What follows belongs to an exercise in optimizing a design on an open flow for small area; a production flow would make more cautious choices.

==> inputs of run X <==
Design filt_ppd, start of the top module:
module filt_ppd (
  input  wire               i_rst_an,    
  input  wire               i_ena,       
  input  wire               i_clk,       
  input  wire signed [5:0]  i_data,      
  output wire signed [27:0] o_data,      
  output wire               o_sclk       
);
  localparam [25:0] c_k30 = 26'h2ea0000;
  localparam [25:0] c_k31 = 26'h1600000;
  reg  [4:0]  r_k;       
  reg         r_sclk;
  reg         r_ph;      
  reg         r_phn;     
  reg  [5:0]  r_x;       
  reg         r_v;       
  reg         r_f31;     
  reg  [25:0] r_acc_a;
  reg  [25:0] r_acc_b;
  wire       w_ph = r_ph ^ r_phn;
  reg  [4:0] w_k_nxt;
  reg        w_first, w_last, w_s29, w_s30, w_s31;
  always @(*) begin
    w_k_nxt = 5'd0;
    w_first = 1'b0;    
    w_last  = 1'b0;    
    w_s29   = 1'b0;
    w_s30   = 1'b0;
    w_s31   = 1'b0;
    case (r_k)
      5'd0: begin w_k_nxt = 5'd30; w_last = 1'b1; end
      5'd1: begin w_k_nxt = 5'd0; end
      5'd2: begin w_k_nxt = 5'd1; end
      5'd3: begin w_k_nxt = 5'd2; end
      5'd4: begin w_k_nxt = 5'd3; end
      5'd5: begin w_k_nxt = 5'd4; end
      5'd6: begin w_k_nxt = 5'd5; end
      5'd7: begin w_k_nxt = 5'd6; end
      5'd8: begin w_k_nxt = 5'd7; end
      5'd9: begin w_k_nxt = 5'd8; end
      5'd10: begin w_k_nxt = 5'd9; end
      5'd11: begin w_k_nxt = 5'd10; end
      5'd12: begin w_k_nxt = 5'd11; end
      5'd13: begin w_k_nxt = 5'd12; end
      5'd14: begin w_k_nxt = 5'd13; end
      5'd15: begin w_k_nxt = 5'd14; end
      5'd16: begin w_k_nxt = 5'd15; end
      5'd17: begin w_k_nxt = 5'd16; end
      5'd18: begin w_k_nxt = 5'd17; end
      5'd19: begin w_k_nxt = 5'd18; end
  ...
==> flow/config.mk <==
export PLATFORM = sky130hd
export DESIGN_NAME = filt_ppd
export DESIGN_NICKNAME = filt_ppd
export VERILOG_FILES = /design/flow/design.v
export SDC_FILE = /design/flow/constraint.sdc
export NUM_CORES = 4
export LEC_CHECK = 0
export CAP_MARGIN = 20
export CORE_MARGIN = 2
export CORE_UTILIZATION = 40
export SLEW_MARGIN = 20
export SYNTH_HIERARCHICAL = 1
export SYNTH_MINIMUM_KEEP_SIZE = 0
==> flow/constraint.sdc <==
create_clock -name core_clock -period 25.0 [get_ports {i_clk}]
set_input_delay 5.0000 -clock core_clock [delete_from_list [all_inputs] [get_ports {i_clk}]]
set_output_delay 5.0000 -clock core_clock [all_outputs]
set_load 0.01 [all_outputs]
standard.sh (not shown) runs the stock make flow with config.mk's settings and CLKGATE_MAP_FILE= SYNTH_SCRIPT=/design/flow/synth_recipe.tcl, a recipe that flattens the netlist after the stock synthesis.
==> flow/flow/run.sh <==
#!/bin/bash
# Own layout flow: the standard synthesis, then an area re-mapping of the
# combinational logic between the registers and adder cells (registers, full
# and half adders are kept as they are, with their names), then the standard flow's
# standard layout with smaller port buffers and a clock tree without dummy loads.
# Each tool's full output goes to a log file of its own in this folder.
set -euo pipefail
W=$(pwd)
export PLATFORM_LIB=$FLOW_HOME/platforms/$FLOW_PLATFORM/lib/sky130_fd_sc_hd__tt_025C_1v80.lib
R=$W/orfs/results/$FLOW_PLATFORM/filt_ppd/base
L=$W/orfs/logs/$FLOW_PLATFORM/filt_ppd/base

# 1. standard synthesis
bash standard.sh synth > $W/log_1_synth.log 2>&1

# 2. re-map the combinational logic for area
cp $R/1_2_yosys.v $W/synth_standard.v
DONT_USE=$(grep -o -- '-dont_use [^ ]*' $L/1_2_yosys.log | sort -u | tr '\n' ' ')
export REOPT_IN=$W/synth_standard.v
export REOPT_OUT=$W/synth_reopt.v
export REOPT_DONT_USE="$DONT_USE"
export REOPT_SCRIPT=$W/flow/abc_area.script
yosys -c $W/flow/reopt.tcl > $W/log_2_reopt.log 2>&1
cp $W/synth_reopt.v $R/1_2_yosys.v
rm -f $R/1_synth.odb $R/1_synth.sdc

# 3. layout
bash standard.sh finish \
  "BUFFER_PORTS_ARGS=-buffer_cell sky130_fd_sc_hd__buf_1" \
  "CTS_ARGS=-sink_clustering_enable -repair_clock_nets -dont_use_dummy_load -buf_list sky130_fd_sc_hd__clkbuf_8 -sink_clustering_size 30 -sink_clustering_max_diameter 150" \
  > $W/log_3_layout.log 2>&1
==> flow/flow/abc_area.script <==
strash
dch -f
amap
topo
==> flow/flow/reopt.tcl <==
# Re-map the combinational logic of the standard synthesis netlist for area.
# Registers, full and half adders stay as they are (blackboxes, same instance names).
yosys -import
set lib $::env(PLATFORM_LIB)
read_liberty -ignore_miss_func $lib
read_verilog $::env(REOPT_IN)
hierarchy -top $::env(FLOW_TOP)
setattr -mod -set blackbox 1 sky130_fd_sc_hd__fa_* sky130_fd_sc_hd__ha_* sky130_fd_sc_hd__df*
tee -o $::env(REOPT_OUT).before.stat stat -liberty $lib
flatten
yosys rename -hide w:*.*
hierarchy -top $::env(FLOW_TOP)
opt_clean -purge
abc -liberty $lib {*}$::env(REOPT_DONT_USE) -script $::env(REOPT_SCRIPT)
read_liberty -lib -ignore_redef $lib
setundef -zero
splitnets
opt_clean -purge
hilomap -singleton -hicell sky130_fd_sc_hd__conb_1 HI -locell sky130_fd_sc_hd__conb_1 LO
insbuf -buf sky130_fd_sc_hd__buf_1 A X
opt_clean -purge
check -assert
tee -o $::env(REOPT_OUT).after.stat stat -liberty $lib
write_verilog -noattr -nohex -nodec $::env(REOPT_OUT)
==> run B (differences from run X) <==
--- a/flow/design.v
+++ b/flow/design.v
@@ -10,37 +10,36 @@
   input  wire               i_rst_an,    
   input  wire               i_ena,       
   input  wire               i_clk,       
   input  wire signed [5:0]  i_data,      
   output wire signed [27:0] o_data,      
   output wire               o_sclk       
 );
-  localparam [25:0] c_k30 = 26'h2ea0000;
-  localparam [25:0] c_k31 = 26'h1600000;
+  localparam [25:0] c_k29 = 26'h2ea0000;
+  localparam [25:0] c_k31 = 26'h14b0000;
   reg  [4:0]  r_k;       
   reg         r_sclk;
   reg         r_ph;      
   reg         r_phn;     
   reg  [5:0]  r_x;       
   reg         r_v;       
   reg         r_f31;     
   reg  [25:0] r_acc_a;
   reg  [25:0] r_acc_b;
   wire       w_ph = r_ph ^ r_phn;
   reg  [4:0] w_k_nxt;
-  reg        w_first, w_last, w_s29, w_s30, w_s31;
+  reg        w_p0or31, w_p29, w_p30, w_s31;
   always @(*) begin
-    w_k_nxt = 5'd0;
-    w_first = 1'b0;    
-    w_last  = 1'b0;    
-    w_s29   = 1'b0;
-    w_s30   = 1'b0;
-    w_s31   = 1'b0;
+    w_k_nxt  = 5'd0;
+    w_p0or31 = 1'b0;
+    w_p29    = 1'b0;
+    w_p30    = 1'b0;
+    w_s31    = 1'b0;
     case (r_k)
-      5'd0: begin w_k_nxt = 5'd30; w_last = 1'b1; end
+      5'd0: begin w_k_nxt = 5'd30; end
       5'd1: begin w_k_nxt = 5'd0; end
       5'd2: begin w_k_nxt = 5'd1; end
       5'd3: begin w_k_nxt = 5'd2; end
       5'd4: begin w_k_nxt = 5'd3; end
       5'd5: begin w_k_nxt = 5'd4; end
       5'd6: begin w_k_nxt = 5'd5; end
       5'd7: begin w_k_nxt = 5'd6; end
@@ -60,74 +59,74 @@
       5'd21: begin w_k_nxt = 5'd20; end
       5'd22: begin w_k_nxt = 5'd21; end
       5'd23: begin w_k_nxt = 5'd22; end
       5'd24: begin w_k_nxt = 5'd23; end
       5'd25: begin w_k_nxt = 5'd24; end
       5'd26: begin w_k_nxt = 5'd25; end
       5'd27: begin w_k_nxt = 5'd26; end
-      5'd28: begin w_k_nxt = 5'd27; end
-      5'd29: begin w_k_nxt = 5'd28; w_s29 = 1'b1; end
-      5'd30: begin w_k_nxt = 5'd29; w_first = 1'b1; w_s30 = 1'b1; end
-      5'd31: begin w_k_nxt = 5'd30; w_first = 1'b1; w_s31 = 1'b1; end
+      5'd28: begin w_k_nxt = 5'd27; w_p29 = 1'b1; end
+      5'd29: begin w_k_nxt = 5'd28; w_p30 = 1'b1; end
+      5'd30: begin w_k_nxt = 5'd29; w_p0or31 = 1'b1; end
+      5'd31: begin w_k_nxt = 5'd30; w_s31 = 1'b1; end
       default: ;
     endcase
   end
-  wire [5:0] w_x    = w_ph ? r_x : (i_data & {6{i_ena}});
-  wire       w_en   = w_ph ? r_v : i_ena;
-  wire       w_clr  = r_v & (w_s29 | (w_s30 & r_f31));
-  wire       w_ld   = i_ena & w_first;
-  wire [25:0] w_base = w_ph ? (w_clr ? ((w_s30 & r_f31) ? c_k31 : c_k30) : r_acc_b)
+  wire        w_p31  = w_p0or31 & r_f31;
+  wire        w_p0   = w_p0or31 & ~r_f31;
+  wire        w_clr  = r_v & (w_p29 | w_p31);
+  wire        w_ld   = r_v & w_p30;
+  wire [25:0] w_base = w_ph ? (w_clr ? (w_p31 ? c_k31 : c_k29) : r_acc_b)
                             : (w_ld ? r_acc_b : r_acc_a);
   wire [25:0] w_acc;
-  wire [6:0] w_xe = {w_x, 1'b0};
+  wire [6:0] w_xe = {r_x, 1'b0};
   wire [2:0] w_one, w_two, w_neg, w_nneg;
   genvar i;
   generate
     for (i = 0; i < 3; i = i + 1) begin: g_booth
       assign w_one[i]  = w_xe[2*i+1] ^ w_xe[2*i];
       assign w_two[i]  = (w_xe[2*i+2] & ~w_xe[2*i+1] & ~w_xe[2*i]) |
                          (~w_xe[2*i+2] & w_xe[2*i+1] & w_xe[2*i]);
       assign w_neg[i]  = w_xe[2*i+2];
-      assign w_nneg[i] = w_en & ~w_xe[2*i+2];
+      assign w_nneg[i] = r_v & ~w_xe[2*i+2];
     end
   endgenerate
   reg [14:0] w_h;
   always @(*)
     case ({w_ph, r_k})
-      6'd0: w_h = 15'd483;
-      6'd1: w_h = 15'd616;
-      6'd2: w_h = 15'd819;
-      6'd3: w_h = 15'd1120;
-      6'd4: w_h = 15'd1542;
-      6'd5: w_h = 15'd2109;
-      6'd6: w_h = 15'd2840;
-      6'd7: w_h = 15'd3750;
-      6'd8: w_h = 15'd4846;
-      6'd9: w_h = 15'd6133;
-      6'd10: w_h = 15'd7606;
-      6'd11: w_h = 15'd9255;
-      6'd12: w_h = 15'd11062;
-      6'd13: w_h = 15'd13002;
-      6'd14: w_h = 15'd15045;
-      6'd15: w_h = 15'd17156;
-      6'd16: w_h = 15'd19293;
-      6'd17: w_h = 15'd21414;
-      6'd18: w_h = 15'd23473;
-      6'd19: w_h = 15'd25425;
-      6'd20: w_h = 15'd27224;
-      6'd21: w_h = 15'd28827;
-      6'd22: w_h = 15'd30197;
-      6'd23: w_h = 15'd31300;
-      6'd24: w_h = 15'd32108;
-      6'd25: w_h = 15'd32601;
-      6'd26: w_h = 15'd32767;
-      6'd27: w_h = 15'd32601;
-      6'd28: w_h = 15'd32108;
-      6'd29: w_h = 15'd31300;
-      6'd30: w_h = 15'd30197;
+      6'd0: w_h = 15'd616;
+      6'd1: w_h = 15'd819;
+      6'd2: w_h = 15'd1120;
+      6'd3: w_h = 15'd1542;
+      6'd4: w_h = 15'd2109;
+      6'd5: w_h = 15'd2840;
+      6'd6: w_h = 15'd3750;
+      6'd7: w_h = 15'd4846;
+      6'd8: w_h = 15'd6133;
+      6'd9: w_h = 15'd7606;
+      6'd10: w_h = 15'd9255;
+      6'd11: w_h = 15'd11062;
+      6'd12: w_h = 15'd13002;
+      6'd13: w_h = 15'd15045;
+      6'd14: w_h = 15'd17156;
+      6'd15: w_h = 15'd19293;
+      6'd16: w_h = 15'd21414;
+      6'd17: w_h = 15'd23473;
+      6'd18: w_h = 15'd25425;
+      6'd19: w_h = 15'd27224;
+      6'd20: w_h = 15'd28827;
+      6'd21: w_h = 15'd30197;
+      6'd22: w_h = 15'd31300;
+      6'd23: w_h = 15'd32108;
+      6'd24: w_h = 15'd32601;
+      6'd25: w_h = 15'd32767;
+      6'd26: w_h = 15'd32601;
+      6'd27: w_h = 15'd32108;
+      6'd28: w_h = 15'd31300;
+      6'd29: w_h = 15'd30197;
+      6'd30: w_h = 15'd483;
       6'd31: w_h = 15'd0;
       6'd32: w_h = 15'd27224;
       6'd33: w_h = 15'd25425;
       6'd34: w_h = 15'd23473;
       6'd35: w_h = 15'd21414;
       6'd36: w_h = 15'd19293;
       6'd37: w_h = 15'd17156;
@@ -331,15 +330,15 @@
     if (!i_rst_an) begin
       r_k    <= 5'd31;
       r_sclk <= 1'b0;
       r_ph   <= 1'b0;
     end else begin
       if (i_ena)
         r_k <= w_k_nxt;
-      r_sclk <= i_ena & w_last;
+      r_sclk <= r_v & w_p0;
       r_ph   <= ~r_ph;
     end
   always @(negedge i_clk or negedge i_rst_an)
     if (!i_rst_an)
       r_phn <= 1'b0;
     else
       r_phn <= r_ph;
==> notes.md <==
| item | run X | run B |
|---|---|---|
| Total number of multi-input combinational cells | 488 | 468 |
| Total number of placement rows | 42 | 41 |
| Run status | complete, but fails checks | complete, no violations |
| Layout check failures | negative setup slack | - |
| Post-synthesis cell area | 5295 um^2 | 5283 um^2 |
| Area of the placeable core | 13090 um^2 | 12770 um^2 |
| Buf/Inv on CP | 5 | 4 |
| Area post-placement | 6497 um^2 | 6060 um^2 |
| Width of the die | 119.1 um | 118.9 um |
| Effective utilization at floorplan | 0.4047 | 0.4136 |
| Max_slew headroom | 0.3498 | 0.3615 |
No functional check of the RTL was part of any run of this note.
